From an optimization exercise on the open Yosys and OpenROAD flow, aimed at small area, a short achievable clock period and few clock cycles; shortcuts taken in it are not production practice.
At most, simulation tests tie the RTL to the original design; equivalence was not proved.
Power is estimated from default activity; no workload was simulated.

== run C ==
==> flow/design.v <==
module jlc3_core (
     input  wire        clk_i_w
    ,input  wire        rst_i_w       
    ,input  wire        en_i_w        
    ,output wire        mem_en_o_w
    ,output wire        mem_we_o_w
    ,output wire [15:0] mem_addr_o_w
    ,output wire [15:0] mem_wdat_o_w
    ,input  wire [15:0] mem_rdat_i_w
    ,input  wire        mem_rdy_i_w
);
    reg [15:0] addr_r;    
    reg [15:0] pc_r;      
    reg        dat_r;     
    reg        dld_r;     
    reg        dst_r;     
    reg        dptr_r;    
    reg        dsti_r;    
    reg [2:0]  dreg_r;    
    reg        n_r;       
    reg        z_r;
    reg [15:0] rf_r [0:7];
    reg        clr_r;     
    integer i;
    function [15:0] add16(input [15:0] a, input [15:0] b, input cin);
        reg [15:0] g, p, gg, pp, gn, pn;
        integer l, k;
        begin
            g = a & b;
            p = a ^ b;
            gg = g;
            gg[0] = g[0] | (p[0] & cin);
            pp = p;
            for (l = 1; l < 16; l = l * 2) begin
                gn = gg;
                pn = pp;
                for (k = l; k < 16; k = k + 1) begin
                    gn[k] = gg[k] | (pp[k] & gg[k-l]);
                    pn[k] = pp[k] & pp[k-l];
                end
                gg = gn;
                pp = pn;
            end
            add16 = p ^ {gg[14:0], cin};
        end
    endfunction
    wire adv_w = en_i_w & mem_rdy_i_w;
    wire fet_w = ~dat_r & ~clr_r;
    wire [15:0] ins_w = mem_rdat_i_w;
    wire [3:0]  op_w  = ins_w[15:12];
    wire i_br   = (op_w == 4'b0000);
    wire i_add  = (op_w == 4'b0001);
    wire i_and  = (op_w == 4'b0101);
    wire i_not  = (op_w == 4'b1001);
    wire i_ld   = (op_w == 4'b0010);
    wire i_st   = (op_w == 4'b0011);
    wire i_jsr  = (op_w == 4'b0100);
    wire i_ldr  = (op_w == 4'b0110);
    wire i_str  = (op_w == 4'b0111);
    wire i_ldi  = (op_w == 4'b1010);
    wire i_sti  = (op_w == 4'b1011);
    wire i_jmp  = (op_w == 4'b1100);
    wire i_lea  = (op_w == 4'b1110);
    wire i_trap = (op_w == 4'b1111);
    wire i_nop  = (op_w == 4'b1000) | (op_w == 4'b1101);
    wire br_take_w = (ins_w[11] & n_r) | (ins_w[10] & z_r) | (ins_w[9] & ~n_r & ~z_r);
    wire i_jsri = i_jsr & ins_w[11];
    wire pcrel_w = i_br | i_ld | i_st | i_ldi | i_sti | i_lea | i_jsri;
    wire [2:0] ra_w = ins_w[8:6];
    wire [2:0] rb_w = ins_w[2:0];
    reg  [15:0] rda_w;      
    reg  [15:0] opa_w;      
    reg  [15:0] rdb_w;
    reg  [15:0] rdc_w;      
    always @(*) begin
        rda_w = 16'b0;
        rdb_w = 16'b0;
        rdc_w = 16'b0;
        for (i = 0; i < 8; i = i + 1) begin
            rda_w = rda_w | ({16{ra_w == i}} & rf_r[i]);
            rdb_w = rdb_w | ({16{rb_w == i}} & rf_r[i]);
            rdc_w = rdc_w | ({16{dreg_r == i}} & rf_r[i]);
        end
        opa_w = pcrel_w ? addr_r : rda_w;
    end
    wire [15:0] off9_w  = {{7{ins_w[8]}}, ins_w[8:0]};
    wire [15:0] off11_w = {{5{ins_w[10]}}, ins_w[10:0]};
    wire [15:0] off6_w  = {{10{ins_w[5]}}, ins_w[5:0]};
    wire [15:0] imm5_w  = {{11{ins_w[4]}}, ins_w[4:0]};
    wire        isreg_w = (i_add | i_and) & ~ins_w[5];   
    reg  [15:0] opb_w;
    always @(*) begin
        if (isreg_w)
            opb_w = rdb_w;
        else if (i_ldr | i_str)
            opb_w = off6_w;
        else if (i_jsri)
            opb_w = off11_w;
        else if (pcrel_w)
            opb_w = off9_w;
        else
            opb_w = imm5_w;
    end
    wire [15:0] sum_w = add16(opa_w, opb_w, pcrel_w);
    wire [15:0] p_w = opa_w ^ opb_w;
    wire        sumz_w = (p_w[0] == pcrel_w) & (p_w[15:1] == (opa_w[14:0] | opb_w[14:0]));
    wire [15:0] and_w = rda_w & opb_w;
    wire [15:0] pcn_w = add16(addr_r, 16'd0, 1'b1);
    wire f_seq  = i_add | i_and | i_not | i_lea | (i_br & ~br_take_w) | i_nop;
    wire f_sum  = (i_br & br_take_w) | i_jsri | i_ld | i_st | i_ldi | i_sti | i_ldr | i_str;
    wire f_ra   = i_jmp | (i_jsr & ~ins_w[11]);
    wire f_trap = i_trap;
    wire d_pc   = dld_r | dst_r;                
    wire d_rdat = ~dld_r & ~dst_r;              
    wire [15:0] nxt_w = fet_w ? (({16{f_seq}}   & pcn_w)
                               | ({16{f_sum}}   & sum_w)
                               | ({16{f_ra}}    & rda_w)
                               | ({16{f_trap}}  & {8'b0, ins_w[7:0]}))
                              : (({16{d_pc}}    & pc_r)
                               | ({16{d_rdat}}  & mem_rdat_i_w));
    wire wr_sum  = fet_w & (i_add | i_lea);
    wire wr_and  = fet_w & i_and;
    wire wr_not  = fet_w & i_not;
    wire wr_link = fet_w & (i_jsr | i_trap);
    wire wr_mem  = dld_r;
    wire wen_w   = wr_sum | wr_and | wr_not | wr_link | wr_mem;
    wire [2:0]  wa_w = dat_r ? dreg_r : (wr_link ? 3'd7 : ins_w[11:9]);
    wire [15:0] wd_w = ({16{wr_sum}}  & sum_w)
                     | ({16{wr_and}}  & and_w)
                     | ({16{wr_not}}  & ~rda_w)
                     | ({16{wr_link}} & pcn_w)
                     | ({16{wr_mem}}  & mem_rdat_i_w);
    wire        wz_w = (wr_sum  & sumz_w)
                     | (wr_and  & ~|and_w)
                     | (wr_not  & &rda_w)
                     | (wr_link & ~|pcn_w)
                     | (wr_mem  & ~|mem_rdat_i_w);
    always @(posedge clk_i_w) begin
        for (i = 0; i < 8; i = i + 1)
            if (clr_r || (adv_w && wen_w && wa_w == i))
                rf_r[i] <= wd_w;
    end
    always @(posedge clk_i_w or negedge rst_i_w) begin
        if (!rst_i_w) begin
            clr_r <= 1'b1;
            n_r   <= 1'b0;
            z_r   <= 1'b1;
        end else begin
            clr_r <= 1'b0;
            if (adv_w && wen_w) begin
                n_r <= wd_w[15];
                z_r <= wz_w;
            end
        end
    end
    always @(posedge clk_i_w or negedge rst_i_w) begin
        if (!rst_i_w) begin
            addr_r <= 16'b0;
            dat_r  <= 1'b0;
            dld_r  <= 1'b0;
            dst_r  <= 1'b0;
            dptr_r <= 1'b0;
        end else if (adv_w && !clr_r) begin
            addr_r <= nxt_w;
            if (fet_w) begin
                dat_r  <= i_ld | i_ldr | i_st | i_str | i_ldi | i_sti | i_trap;
                dld_r  <= i_ld | i_ldr;
                dst_r  <= i_st | i_str;
                dptr_r <= i_ldi | i_sti;
            end else begin
                dat_r  <= dptr_r;
                dld_r  <= dptr_r & ~dsti_r;
                dst_r  <= dptr_r & dsti_r;
                dptr_r <= 1'b0;
            end
        end
    end
    always @(posedge clk_i_w) begin
        if (adv_w && fet_w) begin
            pc_r   <= pcn_w;
            dreg_r <= ins_w[11:9];
            dsti_r <= op_w[0];
        end
    end
    assign mem_en_o_w   = en_i_w;
    assign mem_we_o_w   = dst_r;
    assign mem_addr_o_w = addr_r;
    assign mem_wdat_o_w = rdc_w;
endmodule
export LEC_CHECK = 0
export ABC_AREA = 1
export CAP_MARGIN = 20
export CORE_MARGIN = 2
export CORE_UTILIZATION = 55
export PLACE_DENSITY = 0.75
export SETUP_SLACK_MARGIN = 3.6
export SLEW_MARGIN = 20
export TNS_END_PERCENT = 100
create_clock -name core_clock -period 8.0 [get_ports {clk_i_w}]
standard.sh (not shown) runs the stock make flow with config.mk's settings and CLKGATE_MAP_FILE= SYNTH_SCRIPT=/design/flow/synth_recipe.tcl, a recipe that flattens the netlist after the stock synthesis.
==> flow/flow/run.sh <==
#!/bin/bash
set -euo pipefail
bash standard.sh ADDER_MAP_FILE= finish > standard.log 2>&1
Run C | status: complete | timing, DRC, antenna: pass
Testbench counts of run C, summed over its fixed seeds: cycles 25,627.
Here is what was changed in the inputs of run D compared with run C.
--- a/flow/design.v
+++ b/flow/design.v
@@ -20,5 +20,5 @@
     reg        n_r;       
     reg        z_r;
-    reg [15:0] rf_r [0:7];
+    reg [15:0] rf_r [0:7];    
     reg        clr_r;     
     integer i;
@@ -35,7 +35,9 @@
                 gn = gg;
                 pn = pp;
-                for (k = l; k < 16; k = k + 1) begin
-                    gn[k] = gg[k] | (pp[k] & gg[k-l]);
-                    pn[k] = pp[k] & pp[k-l];
+                for (k = 0; k < 16; k = k + 1) begin
+                    if (k & l) begin
+                        gn[k] = gg[k] | (pp[k] & gg[(k & ~(l - 1)) - 1]);
+                        pn[k] = pp[k] & pp[(k & ~(l - 1)) - 1];
+                    end
                 end
                 gg = gn;
@@ -78,7 +80,7 @@
         rdc_w = 16'b0;
         for (i = 0; i < 8; i = i + 1) begin
-            rda_w = rda_w | ({16{ra_w == i}} & rf_r[i]);
-            rdb_w = rdb_w | ({16{rb_w == i}} & rf_r[i]);
-            rdc_w = rdc_w | ({16{dreg_r == i}} & rf_r[i]);
+            rda_w = rda_w | ({16{ra_w == i}} & ~rf_r[i]);
+            rdb_w = rdb_w | ({16{rb_w == i}} & ~rf_r[i]);
+            rdc_w = rdc_w | ({16{dreg_r == i}} & ~rf_r[i]);
         end
         opa_w = pcrel_w ? addr_r : rda_w;
@@ -139,5 +141,5 @@
         for (i = 0; i < 8; i = i + 1)
             if (clr_r || (adv_w && wen_w && wa_w == i))
-                rf_r[i] <= wd_w;
+                rf_r[i] <= ~wd_w;
     end
     always @(posedge clk_i_w or negedge rst_i_w) begin
Results
Compared with run C, run D improves design area.
Average cell area after synthesis: run D > run C
Re area growth from synthesis to final layout: run C and run D aren't equal, and the higher value belongs to run D.
In the metrics for run C and run D, the one carrying the lower via-per-instance ratio is run C.
Run C → run D: cell count after synthesis -87, sequential power did not really move.
Compared with run C, run D shows a higher sequential cell area share.
Only the layout flow was run in run D; the RTL was not checked for function there.

afterwards: timing with drivers on the ports:
The flow's constraints put no driver on any port. The routed layouts listed below were extracted and timed again, unchanged, in two steps.
Step 1 assumes that a clkbuf_16 drives the clock port and a buf_2 every other input.
Step 2 adds t to the input delays and takes it off the output delays; t is the mean of the earliest and latest rising clock arrival at the registers after step 1. Input paths then give back, and output paths get back, about the clock's delay inside the block.
Three values: ideal ports, drivers, drivers and shift; two values: the first two.
| run | shift t [ns] | slack for setup (ns) | worst register clock-pin slew, ns |
|---|---|---|---|
| run C | 0.489 | 3.625 / 3.581 / 3.164 | 0.08 / 0.08 |
| run D | 0.487 | 3.547 / 3.500 / 3.216 | 0.08 / 0.08 |
After both steps setup and hold are still met in every run listed. For run C, which loses most, drivers alone change the setup slack by -0.044 ns; drivers and shift together by -0.461 ns.
